This is an optimization exercise on Yosys and OpenROAD, whose aim is a short achievable clock period and few clock cycles, not a production implementation. The RTL was checked by simulation tests, not by an equivalence proof against the original design.

==> inputs of raven <==
==> flow/design.v <==
module mips_cpu (
	input         clk,
	input         rst,
	output [31:0] imem_addr,
	input  [31:0] imem_data,
	output [31:0] dmem_addr,
	output [31:0] dmem_wdata,
	output        dmem_we,
	output        dmem_re,
	input  [31:0] dmem_rdata
);
	localparam BEQ = 0, BNE = 1, BNZ = 2, BZ = 3, BALW = 4;
	reg [31:0] pc;
	reg        vx;                        
	reg [31:0] xa, xb, xi;                
	reg        xa_m, xb_m;                
	reg        xb_imm;                    
	reg        sb_m, sb_r;                
	reg [31:0] x_pc4;
	reg        x_pred, x_br, x_jr;
	reg [4:0]  x_bk;
	reg        x_wen, x_st, x_ld;
	reg [4:0]  x_rd;
	reg        x_add, x_sub, x_slt, x_sltu, x_and, x_or, x_xor, x_sll, x_srl, x_b;
	reg [31:0] m_res, m_wd;
	reg        m_we, m_re, m_wen;
	reg [4:0]  m_rd;
	reg [31:0] rf [1:31];
	wire [31:0] ins = imem_data;
	wire [5:0] op = ins[31:26];
	wire [5:0] fn = ins[5:0];
	wire [4:0] rs = ins[25:21];
	wire [4:0] rt = ins[20:16];
	wire [4:0] rd = ins[15:11];
	wire [31:0] se = {{16{ins[15]}}, ins[15:0]};
	wire is_r    = (op == 6'h00);
	wire is_jr   = is_r && (fn == 6'h08);
	wire is_ialu = (op[5:3] == 3'b001);
	wire is_lui  = (op == 6'h0F);
	wire is_ld   = (op == 6'h20) || (op == 6'h23);
	wire is_st   = (op == 6'h28) || (op == 6'h2B);
	wire is_bri  = (op == 6'h01);
	wire is_br   = (op[5:2] == 4'b0001) || is_bri;
	wire is_j    = (op == 6'h02);
	wire is_jal  = (op == 6'h03);
	wire [2:0] iop = op[2:0];
	wire f_add  = (is_r && (fn == 6'h20 || fn == 6'h21 || fn == 6'h22 || fn == 6'h23)) ||
	              (is_ialu && iop[2:1] == 2'b00) || is_ld || is_st;
	wire f_sub  = (is_r && (fn == 6'h22 || fn == 6'h23 || fn == 6'h2A || fn == 6'h2B)) ||
	              (is_ialu && iop[2:1] == 2'b01);
	wire f_slt  = (is_r && fn == 6'h2A) || (is_ialu && iop == 3'b010);
	wire f_sltu = (is_r && fn == 6'h2B) || (is_ialu && iop == 3'b011);
	wire f_and  = (is_r && fn == 6'h24) || (is_ialu && iop == 3'b100);
	wire f_or   = (is_r && fn == 6'h25) || (is_ialu && iop == 3'b101);
	wire f_xor  = (is_r && fn == 6'h26) || (is_ialu && iop == 3'b110);
	wire f_sll  = is_r && (fn == 6'h00 || fn == 6'h04);
	wire f_srl  = is_r && (fn == 6'h02 || fn == 6'h03 || fn == 6'h06);
	wire f_b    = (is_r && fn == 6'h38) || is_lui || is_jal;
	wire use_imm = is_ialu || is_ld || is_st || is_jal;
	wire [4:0] dst = is_jal ? 5'd31 : (is_r ? rd : rt);
	wire f_wen = ((is_r && !is_jr) || is_ialu || is_ld || is_jal) && (dst != 5'd0);
	wire [31:0] pc4 = pc + 32'd4;
	wire [23:0] hi_p = pc4[31:8] + 24'd1;
	wire [23:0] hi_m = pc4[31:8] - 24'd1;
	wire [31:0] jt  = {pc4[31:28], ins[25:0], 2'b00};
	wire [4:0] bkf;
	wire f_pred;
	wire [31:0] pc_next;
	wire [31:0] m_val = m_re ? dmem_rdata : m_res;
	wire [31:0] rd_rs = (rs == 5'd0) ? 32'd0 : ((m_wen && m_rd == rs) ? m_val : rf[rs]);
	wire [31:0] rd_rt = (rt == 5'd0) ? 32'd0 : ((m_wen && m_rd == rt) ? m_val : rf[rt]);
	wire x_fw = vx && x_wen;
	wire fa_m = x_fw && (x_rd == rs);
	wire fb_m = x_fw && (x_rd == rt);
	wire [31:0] a  = xa_m ? m_res : xa;
	wire [31:0] bv = xb_m ? m_res : xb;
	wire [31:0] b  = ({32{xb_imm}} & xi) | ({32{sb_m}} & m_res) | ({32{sb_r}} & xb);
	wire [31:0] b_x = x_sub ? ~b : b;
	wire [32:0] sum = {1'b0, a} + {1'b0, b_x} + {32'd0, x_sub};
	wire lt_s = (a[31] != b[31]) ? a[31] : sum[31];
	wire lt_u = !sum[32];
	wire sh_big = |b[31:5];
	wire [31:0] shl = a << b[4:0];
	wire [31:0] shr = a >> b[4:0];
	wire [31:0] result =
		({32{x_add}} & sum[31:0]) |
		({32{x_and}} & (a & b)) |
		({32{x_or}}  & (a | b)) |
		({32{x_xor}} & (a ^ b)) |
		({32{x_sll && !sh_big}} & shl) |
		({32{x_srl && !sh_big}} & shr) |
		({32{x_b}}   & b) |
		{31'd0, (x_slt && lt_s) || (x_sltu && lt_u)};
	wire eq_rr = (xa == xb);
	wire eq_mr = (m_res == xb);
	wire eq_rm = (xa == m_res);
	wire eq = xa_m ? (xb_m || eq_mr) : (xb_m ? eq_rm : eq_rr);
	wire nz = xa_m ? (|m_res) : (|xa);
	wire cond = (x_bk[BEQ] && eq) || (x_bk[BNE] && !eq) || (x_bk[BNZ] && nz) ||
	            (x_bk[BZ] && !nz) || x_bk[BALW];
	wire redirect = vx && (x_jr || (x_br && (cond != x_pred)));
	wire [31:0] x_bt = x_pc4 + {xi[29:0], 2'b00};
	wire [31:0] redirect_pc = x_jr ? a : (x_pred ? x_pc4 : x_bt);
	wire [4:0] ld_rd = (vx && x_ld && x_wen) ? x_rd : 5'd0;
	wire hazard;
	mips_next_pc next_pc (.ins(ins), .pc(pc), .pc4(pc4), .hi_p(hi_p), .hi_m(hi_m),
		.ld_rd(ld_rd), .redirect(redirect), .redirect_pc(redirect_pc),
		.bkf(bkf), .f_pred(f_pred), .hazard(hazard), .pc_next(pc_next));
	wire [31:0] st_data = xb_m ? m_val : xb;
	always @(posedge clk) begin
		if (rst) begin
			pc <= 32'd0;
			vx <= 1'b0;
			m_we <= 1'b0;
			m_re <= 1'b0;
			m_wen <= 1'b0;
		end else begin
			pc <= pc_next;
			vx <= !redirect && !hazard;
			m_we <= vx && x_st;
			m_re <= vx && x_ld;
			m_wen <= vx && x_wen;
		end
	end
	always @(posedge clk) begin
		xa <= rd_rs;
		xb <= rd_rt;
		xi <= is_jal ? jt : se;
		xa_m <= fa_m;
		xb_m <= fb_m;
		xb_imm <= use_imm;
		sb_m <= !use_imm && fb_m;
		sb_r <= !use_imm && !fb_m;
		x_pc4 <= pc4;
		x_pred <= f_pred;
		x_br <= is_br;
		x_jr <= is_jr;
		x_bk <= bkf;
		x_wen <= f_wen;
		x_rd <= dst;
		x_st <= is_st;
		x_ld <= is_ld;
		x_add <= f_add;
		x_sub <= f_sub;
		x_slt <= f_slt;
		x_sltu <= f_sltu;
		x_and <= f_and;
		x_or <= f_or;
		x_xor <= f_xor;
		x_sll <= f_sll;
		x_srl <= f_srl;
		x_b <= f_b;
		m_res <= result;
		m_wd <= st_data;
		m_rd <= x_rd;
	end
	always @(posedge clk) begin
		if (m_wen) rf[m_rd] <= m_val;
	end
	assign imem_addr  = pc;
	assign dmem_addr  = m_res;
	assign dmem_wdata = m_wd;
	assign dmem_we    = m_we;
	assign dmem_re    = m_re;
endmodule
module mips_next_pc (
	input  [31:0] ins,
	input  [31:0] pc,
	input  [31:0] pc4,
	input  [23:0] hi_p,
	input  [23:0] hi_m,
	input  [4:0]  ld_rd,
	input         redirect,
	input  [31:0] redirect_pc,
	output [4:0]  bkf,
	output        f_pred,
	output        hazard,
	output [31:0] pc_next
);
	localparam BEQ = 0, BNE = 1, BNZ = 2, BZ = 3, BALW = 4;
	wire [5:0] op = ins[31:26];
	wire [5:0] fn = ins[5:0];
	wire [4:0] rs = ins[25:21];
	wire [4:0] rt = ins[20:16];
	wire is_br  = (op[5:2] == 4'b0001) || (op == 6'h01);
	wire f_selj = (op == 6'h02) || (op == 6'h03);
	reg [4:0] bk;
	always @(*) begin
		bk = 5'd0;
		case (op)
			6'h04: bk[BEQ] = 1'b1;
			6'h05: bk[BNE] = 1'b1;
			6'h07: bk[BNZ] = 1'b1;
			6'h06: bk[BZ]  = 1'b1;
			6'h01:
				if (rt == 5'd0) bk[BALW] = 1'b1;
				else if (rt != 5'd1) case (fn)
					6'h30: bk[BEQ] = 1'b1;
					6'h31: bk[BNE] = 1'b1;
					6'h32: bk[BNZ] = 1'b1;
					6'h33: bk[BZ]  = 1'b1;
					6'h34: bk[BALW] = 1'b1;
					default: ;
				endcase
			default: ;
		endcase
	end
	wire same = (rs == rt);
	wire rs0  = (rs == 5'd0);
	assign bkf[BEQ]  = bk[BEQ] && !same;
	assign bkf[BNE]  = bk[BNE] && !same;
	assign bkf[BNZ]  = bk[BNZ] && !rs0;
	assign bkf[BZ]   = bk[BZ]  && !rs0;
	assign bkf[BALW] = bk[BALW] || (bk[BEQ] && same) || (bk[BZ] && rs0);
	wire pred_br = is_br && (bkf[BALW] || ((|bkf[BZ:BEQ]) && (ins[15] || bkf[BNE] || bkf[BNZ])));
	wire pos_small = (ins[15:6] == 10'h000);
	wire neg_small = (ins[15:6] == 10'h3FF);
	wire [6:0] lo = {1'b0, pc4[7:2]} + {1'b0, ins[5:0]};
	wire [23:0] bt_hi = pos_small ? (lo[6] ? hi_p : pc4[31:8]) : (lo[6] ? pc4[31:8] : hi_m);
	wire [31:0] bt = {bt_hi, lo[5:0], pc4[1:0]};
	wire [31:0] jt = {pc4[31:28], ins[25:0], 2'b00};
	assign f_pred = pred_br && (pos_small || neg_small);
	wire f_selb = f_pred && !f_selj;
	wire f_sel4 = !f_selj && !f_pred;
	wire is_r   = (op == 6'h00);
	wire is_lui = (op == 6'h0F);
	wire use_rs = is_r || (op[5:3] == 3'b001 && !is_lui) || (op == 6'h20) || (op == 6'h23) ||
	              (op == 6'h28) || (op == 6'h2B) || is_br;
	wire use_rt = is_r || (op == 6'h04) || (op == 6'h05) || (op == 6'h01 && rt[4:1] != 4'd0);
	assign hazard = (ld_rd != 5'd0) && ((use_rs && rs == ld_rd) || (use_rt && rt == ld_rd));
	wire hold = hazard && !redirect;
	wire go = !hazard && !redirect;
	assign pc_next = ({32{redirect}} & redirect_pc) | ({32{hold}} & pc) |
		({32{go && f_selj}} & jt) | ({32{go && f_selb}} & bt) | ({32{go && f_sel4}} & pc4);
endmodule
==> flow/flow/run.sh <==
#!/bin/bash
# The standard layout (standard synthesis, floorplan, placement, CTS, routing),
# with timing repair aimed at a shorter period than the constraint's: the
# constraint is unchanged, only the repair's setup margin is larger.
set -euo pipefail
bash standard.sh SETUP_SLACK_MARGIN=8.3 TNS_END_PERCENT=5 ABC_CLOCK_PERIOD_IN_PS=1000 finish > standard.log 2>&1
==> flow/standard.sh <==
#!/bin/bash
# synth_recipe.tcl (not shown) runs the flow's synth.tcl, then flattens the netlist and writes it again
# the make line also repeats each setting of config.mk as NAME=value (left out here)
make -C /OpenROAD-flow-scripts/flow DESIGN_CONFIG=/design/flow/config.mk WORK_HOME=/design/flow/orfs CLKGATE_MAP_FILE= SYNTH_SCRIPT=/design/flow/synth_recipe.tcl "${@:-finish}"
==> flow/config.mk <==
export PLATFORM = sky130hd
export DESIGN_NAME = mips_cpu
export DESIGN_NICKNAME = mips_cpu
export VERILOG_FILES = /design/flow/design.v
export SDC_FILE = /design/flow/constraint.sdc
export NUM_CORES = 4
export LEC_CHECK = 0
export CAP_MARGIN = 20
export CORE_MARGIN = 2
export CORE_UTILIZATION = 40
export SLEW_MARGIN = 20
export SYNTH_HIERARCHICAL = 1
export SYNTH_MINIMUM_KEEP_SIZE = 0
==> flow/constraint.sdc <==
create_clock -name core_clock -period 12.0 [get_ports {clk}]
set_input_delay 2.4000 -clock core_clock [delete_from_list [all_inputs] [get_ports {clk}]]
set_output_delay 2.4000 -clock core_clock [all_outputs]
set_load 0.01 [all_outputs]
==> amber: changes against raven <==
--- a/flow/design.v
+++ b/flow/design.v
@@ -16,4 +16,4 @@
 	reg        xa_m, xb_m;                
-	reg        xb_imm;                    
-	reg        sb_m, sb_r;                
+	reg [31:0] xbi, xbix;                 
+	reg        sb_m;                      
 	reg [31:0] x_pc4;
@@ -25,2 +25,4 @@
 	reg [31:0] m_res, m_wd;
+	reg [31:0] m_addr;                    
+	reg        m_ld;                      
 	reg        m_we, m_re, m_wen;
@@ -61,2 +63,31 @@
 	wire f_wen = ((is_r && !is_jr) || is_ialu || is_ld || is_jal) && (dst != 5'd0);
+	reg [4:0] bk;
+	wire [4:0] bkf;
+	always @(*) begin
+		bk = 5'd0;
+		case (op)
+			6'h04: bk[BEQ] = 1'b1;
+			6'h05: bk[BNE] = 1'b1;
+			6'h07: bk[BNZ] = 1'b1;
+			6'h06: bk[BZ]  = 1'b1;
+			6'h01:
+				if (rt == 5'd0) bk[BALW] = 1'b1;
+				else if (rt != 5'd1) case (fn)
+					6'h30: bk[BEQ] = 1'b1;
+					6'h31: bk[BNE] = 1'b1;
+					6'h32: bk[BNZ] = 1'b1;
+					6'h33: bk[BZ]  = 1'b1;
+					6'h34: bk[BALW] = 1'b1;
+					default: ;
+				endcase
+			default: ;
+		endcase
+	end
+	wire same = (rs == rt);
+	wire rs0  = (rs == 5'd0);
+	assign bkf[BEQ]  = bk[BEQ] && !same;
+	assign bkf[BNE]  = bk[BNE] && !same;
+	assign bkf[BNZ]  = bk[BNZ] && !rs0;
+	assign bkf[BZ]   = bk[BZ]  && !rs0;
+	assign bkf[BALW] = bk[BALW] || (bk[BEQ] && same) || (bk[BZ] && rs0);
 	wire [31:0] pc4 = pc + 32'd4;
@@ -65,8 +96,8 @@
 	wire [31:0] jt  = {pc4[31:28], ins[25:0], 2'b00};
-	wire [4:0] bkf;
 	wire f_pred;
 	wire [31:0] pc_next;
-	wire [31:0] m_val = m_re ? dmem_rdata : m_res;
+	wire [31:0] m_val = m_ld ? dmem_rdata : m_res;
 	wire [31:0] rd_rs = (rs == 5'd0) ? 32'd0 : ((m_wen && m_rd == rs) ? m_val : rf[rs]);
 	wire [31:0] rd_rt = (rt == 5'd0) ? 32'd0 : ((m_wen && m_rd == rt) ? m_val : rf[rt]);
+	wire [31:0] f_bi = use_imm ? (is_jal ? jt : se) : rd_rt;
 	wire x_fw = vx && x_wen;
@@ -74,31 +105,14 @@
 	wire fb_m = x_fw && (x_rd == rt);
-	wire [31:0] a  = xa_m ? m_res : xa;
-	wire [31:0] bv = xb_m ? m_res : xb;
-	wire [31:0] b  = ({32{xb_imm}} & xi) | ({32{sb_m}} & m_res) | ({32{sb_r}} & xb);
-	wire [31:0] b_x = x_sub ? ~b : b;
-	wire [32:0] sum = {1'b0, a} + {1'b0, b_x} + {32'd0, x_sub};
-	wire lt_s = (a[31] != b[31]) ? a[31] : sum[31];
-	wire lt_u = !sum[32];
-	wire sh_big = |b[31:5];
-	wire [31:0] shl = a << b[4:0];
-	wire [31:0] shr = a >> b[4:0];
-	wire [31:0] result =
-		({32{x_add}} & sum[31:0]) |
-		({32{x_and}} & (a & b)) |
-		({32{x_or}}  & (a | b)) |
-		({32{x_xor}} & (a ^ b)) |
-		({32{x_sll && !sh_big}} & shl) |
-		({32{x_srl && !sh_big}} & shr) |
-		({32{x_b}}   & b) |
-		{31'd0, (x_slt && lt_s) || (x_sltu && lt_u)};
-	wire eq_rr = (xa == xb);
-	wire eq_mr = (m_res == xb);
-	wire eq_rm = (xa == m_res);
-	wire eq = xa_m ? (xb_m || eq_mr) : (xb_m ? eq_rm : eq_rr);
-	wire nz = xa_m ? (|m_res) : (|xa);
-	wire cond = (x_bk[BEQ] && eq) || (x_bk[BNE] && !eq) || (x_bk[BNZ] && nz) ||
-	            (x_bk[BZ] && !nz) || x_bk[BALW];
-	wire redirect = vx && (x_jr || (x_br && (cond != x_pred)));
-	wire [31:0] x_bt = x_pc4 + {xi[29:0], 2'b00};
-	wire [31:0] redirect_pc = x_jr ? a : (x_pred ? x_pc4 : x_bt);
+	wire [31:0] a, result, addr;
+	wire x_zero;
+	mips_alu alu (.xa(xa), .xb(xb), .xbi(xbi), .xbix(xbix), .m_res(m_res), .xa_m(xa_m),
+		.sb_m(sb_m), .x_add(x_add), .x_sub(x_sub), .x_slt(x_slt), .x_sltu(x_sltu),
+		.x_and(x_and), .x_or(x_or), .x_xor(x_xor), .x_sll(x_sll), .x_srl(x_srl), .x_b(x_b),
+		.x_mem(x_st || x_ld), .a(a), .result(result), .addr(addr), .x_zero(x_zero));
+	wire redirect;
+	wire [31:0] redirect_pc;
+	mips_branch branch (.vx(vx), .xa(xa), .xb(xb), .m_res(m_res), .a(a), .xa_m(xa_m), .xb_m(xb_m),
+		.x_bk(x_bk), .x_pred(x_pred), .x_br(x_br), .x_jr(x_jr), .x_pc4(x_pc4), .xi(xi),
+		.redirect(redirect), .redirect_pc(redirect_pc));
+	wire [4:0] xz_rd = (vx && x_wen && x_add && !x_sub && !x_ld && !xa_m && !sb_m) ? x_rd : 5'd0;
 	wire [4:0] ld_rd = (vx && x_ld && x_wen) ? x_rd : 5'd0;
@@ -106,4 +120,4 @@
 	mips_next_pc next_pc (.ins(ins), .pc(pc), .pc4(pc4), .hi_p(hi_p), .hi_m(hi_m),
-		.ld_rd(ld_rd), .redirect(redirect), .redirect_pc(redirect_pc),
-		.bkf(bkf), .f_pred(f_pred), .hazard(hazard), .pc_next(pc_next));
+		.ld_rd(ld_rd), .xz_rd(xz_rd), .x_zero(x_zero), .redirect(redirect), .redirect_pc(redirect_pc),
+		.f_pred(f_pred), .hazard(hazard), .pc_next(pc_next));
 	wire [31:0] st_data = xb_m ? m_val : xb;
@@ -130,5 +144,5 @@
 		xb_m <= fb_m;
-		xb_imm <= use_imm;
+		xbi <= f_bi;
+		xbix <= f_bi ^ {32{f_sub}};
 		sb_m <= !use_imm && fb_m;
-		sb_r <= !use_imm && !fb_m;
 		x_pc4 <= pc4;
@@ -153,2 +167,4 @@
 		m_res <= result;
+		m_addr <= addr;
+		m_ld <= x_ld;
 		m_wd <= st_data;
@@ -160,3 +176,3 @@
 	assign imem_addr  = pc;
-	assign dmem_addr  = m_res;
+	assign dmem_addr  = m_addr;
 	assign dmem_wdata = m_wd;
@@ -172,5 +188,6 @@
 	input  [4:0]  ld_rd,
+	input  [4:0]  xz_rd,
+	input         x_zero,
 	input         redirect,
 	input  [31:0] redirect_pc,
-	output [4:0]  bkf,
 	output        f_pred,
@@ -186,31 +203,6 @@
 	wire f_selj = (op == 6'h02) || (op == 6'h03);
-	reg [4:0] bk;
-	always @(*) begin
-		bk = 5'd0;
-		case (op)
-			6'h04: bk[BEQ] = 1'b1;
-			6'h05: bk[BNE] = 1'b1;
-			6'h07: bk[BNZ] = 1'b1;
-			6'h06: bk[BZ]  = 1'b1;
-			6'h01:
-				if (rt == 5'd0) bk[BALW] = 1'b1;
-				else if (rt != 5'd1) case (fn)
-					6'h30: bk[BEQ] = 1'b1;
-					6'h31: bk[BNE] = 1'b1;
-					6'h32: bk[BNZ] = 1'b1;
-					6'h33: bk[BZ]  = 1'b1;
-					6'h34: bk[BALW] = 1'b1;
-					default: ;
-				endcase
-			default: ;
-		endcase
-	end
 	wire same = (rs == rt);
 	wire rs0  = (rs == 5'd0);
-	assign bkf[BEQ]  = bk[BEQ] && !same;
-	assign bkf[BNE]  = bk[BNE] && !same;
-	assign bkf[BNZ]  = bk[BNZ] && !rs0;
-	assign bkf[BZ]   = bk[BZ]  && !rs0;
-	assign bkf[BALW] = bk[BALW] || (bk[BEQ] && same) || (bk[BZ] && rs0);
-	wire pred_br = is_br && (bkf[BALW] || ((|bkf[BZ:BEQ]) && (ins[15] || bkf[BNE] || bkf[BNZ])));
+	wire pred_br = is_br && (ins[15] || (op == 6'h04 && same) || (op == 6'h05 && !same) ||
+	                         (op == 6'h07 && !rs0) || (op == 6'h06 && rs0) || (op == 6'h01 && !rt[0]));
 	wire pos_small = (ins[15:6] == 10'h000);
@@ -221,10 +213,9 @@
 	wire [31:0] jt = {pc4[31:28], ins[25:0], 2'b00};
-	assign f_pred = pred_br && (pos_small || neg_small);
+	wire zk = (op == 6'h07 || op == 6'h06) && (xz_rd != 5'd0) && (rs == xz_rd);
+	wire z_taken = op[0] ? !x_zero : x_zero;
+	assign f_pred = (zk ? z_taken : pred_br) && (pos_small || neg_small);
 	wire f_selb = f_pred && !f_selj;
 	wire f_sel4 = !f_selj && !f_pred;
-	wire is_r   = (op == 6'h00);
-	wire is_lui = (op == 6'h0F);
-	wire use_rs = is_r || (op[5:3] == 3'b001 && !is_lui) || (op == 6'h20) || (op == 6'h23) ||
-	              (op == 6'h28) || (op == 6'h2B) || is_br;
-	wire use_rt = is_r || (op == 6'h04) || (op == 6'h05) || (op == 6'h01 && rt[4:1] != 4'd0);
+	wire use_rs = !(op == 6'h02 || op == 6'h03 || op == 6'h0F);
+	wire use_rt = (op == 6'h00) || (op == 6'h04) || (op == 6'h05) || (op == 6'h01);
 	assign hazard = (ld_rd != 5'd0) && ((use_rs && rs == ld_rd) || (use_rt && rt == ld_rd));
@@ -235 +226,56 @@
 endmodule
+module mips_alu (
+	input  [31:0] xa, xb, xbi, xbix, m_res,
+	input         xa_m, sb_m,
+	input         x_add, x_sub, x_slt, x_sltu, x_and, x_or, x_xor, x_sll, x_srl, x_b, x_mem,
+	output [31:0] a,
+	output [31:0] result,
+	output [31:0] addr,
+	output        x_zero
+);
+	assign a = xa_m ? m_res : xa;
+	wire [31:0] b  = sb_m ? m_res : xbi;
+	wire [31:0] bx = sb_m ? (m_res ^ {32{x_sub}}) : xbix;    
+	wire [32:0] sum = {1'b0, a} + {1'b0, bx} + {32'd0, x_sub};
+	wire lt_s = (a[31] != b[31]) ? a[31] : sum[31];
+	wire lt_u = !sum[32];
+	wire [4:0] sh = sb_m ? m_res[4:0] : xb[4:0];
+	wire sh_big = sb_m ? (|m_res[31:5]) : (|xb[31:5]);
+	wire [31:0] shl = a << sh;
+	wire [31:0] shr = a >> sh;
+	wire [31:0] others =
+		({32{x_and}} & (a & b)) |
+		({32{x_or}}  & (a | b)) |
+		({32{x_xor}} & (a ^ b)) |
+		({32{x_sll && !sh_big}} & shl) |
+		({32{x_srl && !sh_big}} & shr) |
+		({32{x_b}}   & b);
+	wire slt = (x_slt && lt_s) || (x_sltu && lt_u);
+	assign result = x_add ? sum[31:0] : {others[31:1], others[0] | slt};
+	assign addr = {32{x_mem}} & sum[31:0];
+	wire [31:0] axb = xa ^ xbi;
+	wire [31:0] aob = xa | xbi;
+	assign x_zero = (axb == {aob[30:0], 1'b0});
+endmodule
+module mips_branch (
+	input         vx,
+	input  [31:0] xa, xb, m_res, a,
+	input         xa_m, xb_m,
+	input  [4:0]  x_bk,
+	input         x_pred, x_br, x_jr,
+	input  [31:0] x_pc4, xi,
+	output        redirect,
+	output [31:0] redirect_pc
+);
+	localparam BEQ = 0, BNE = 1, BNZ = 2, BZ = 3, BALW = 4;
+	wire eq_rr = (xa == xb);
+	wire eq_mr = (m_res == xb);
+	wire eq_rm = (xa == m_res);
+	wire eq = xa_m ? (xb_m || eq_mr) : (xb_m ? eq_rm : eq_rr);
+	wire nz = xa_m ? (|m_res) : (|xa);
+	wire cond = (x_bk[BEQ] && eq) || (x_bk[BNE] && !eq) || (x_bk[BNZ] && nz) ||
+	            (x_bk[BZ] && !nz) || x_bk[BALW];
+	assign redirect = vx && (x_jr || (x_br && (cond != x_pred)));
+	wire [31:0] x_bt = x_pc4 + {xi[29:0], 2'b00};
+	assign redirect_pc = x_jr ? a : (x_pred ? x_pc4 : x_bt);
+endmodule
==> flow/flow/run.sh (replaced) <==
#!/bin/bash
# The standard layout (standard synthesis, floorplan, placement, CTS, routing),
# with timing repair aimed at a shorter period than the constraint's: the
# constraint is unchanged, only the repair's setup margin is larger. The resizer
# may change a cell's footprint, and ports are buffered with buf_8.
set -euo pipefail
bash standard.sh SETUP_SLACK_MARGIN=8.3 TNS_END_PERCENT=30 ABC_CLOCK_PERIOD_IN_PS=1000 \
  MATCH_CELL_FOOTPRINT=0 "BUFFER_PORTS_ARGS=-buffer_cell sky130_fd_sc_hd__buf_8" finish > standard.log 2>&1
- CORE_UTILIZATION: 40 -> 60
==> comparison <==
Against raven, the final cell count of amber is smaller by 0.93%. Area after synthesis: amber is larger than raven (about 9%). Sequential cell count: amber is higher than raven (93). Global-route usage: amber is higher than raven (15 points). Of amber and raven, amber has the higher non-clock buffer count (gap 44). Against raven, the hold slack of amber is better by 0.027 ns. Against amber, the wire length of raven is lower by about 7%. In amber the sequential share of layout area is lower than in raven, by 1.7 points.
Testbench counts of raven, summed over its fixed seeds: cycles 44,254.
Testbench counts of amber, summed over its fixed seeds: cycles 43,327.

==> static timing again, ports no longer ideal <==
Ports are ideal in the flow. The routed layouts listed here were re-timed in OpenROAD. Step 1 assumes that a clkbuf_16 drives the clock port and a buf_2 every other input. Step 2 moves the port delays by t, midway between the first and last clock arrival at a register: inputs arrive t later, outputs are due t later. That takes back most of the time a late clock gives input paths. a / b / c = ideal / step 1 / step 2; a / b = the first two.
run | t (ns) | setup slack, ns | latest minus earliest clock arrival (ns)
raven | 0.887 | 7.537 / 7.541 / 6.654 | 0.051 / 0.050
amber | 0.877 | 7.923 / 7.621 / 6.743 | 0.037 / 0.037
After both steps setup and hold are still met in every run listed. The setup slack of amber, which loses most, moves by -0.302 ns with the drivers and by -1.180 ns with both steps.
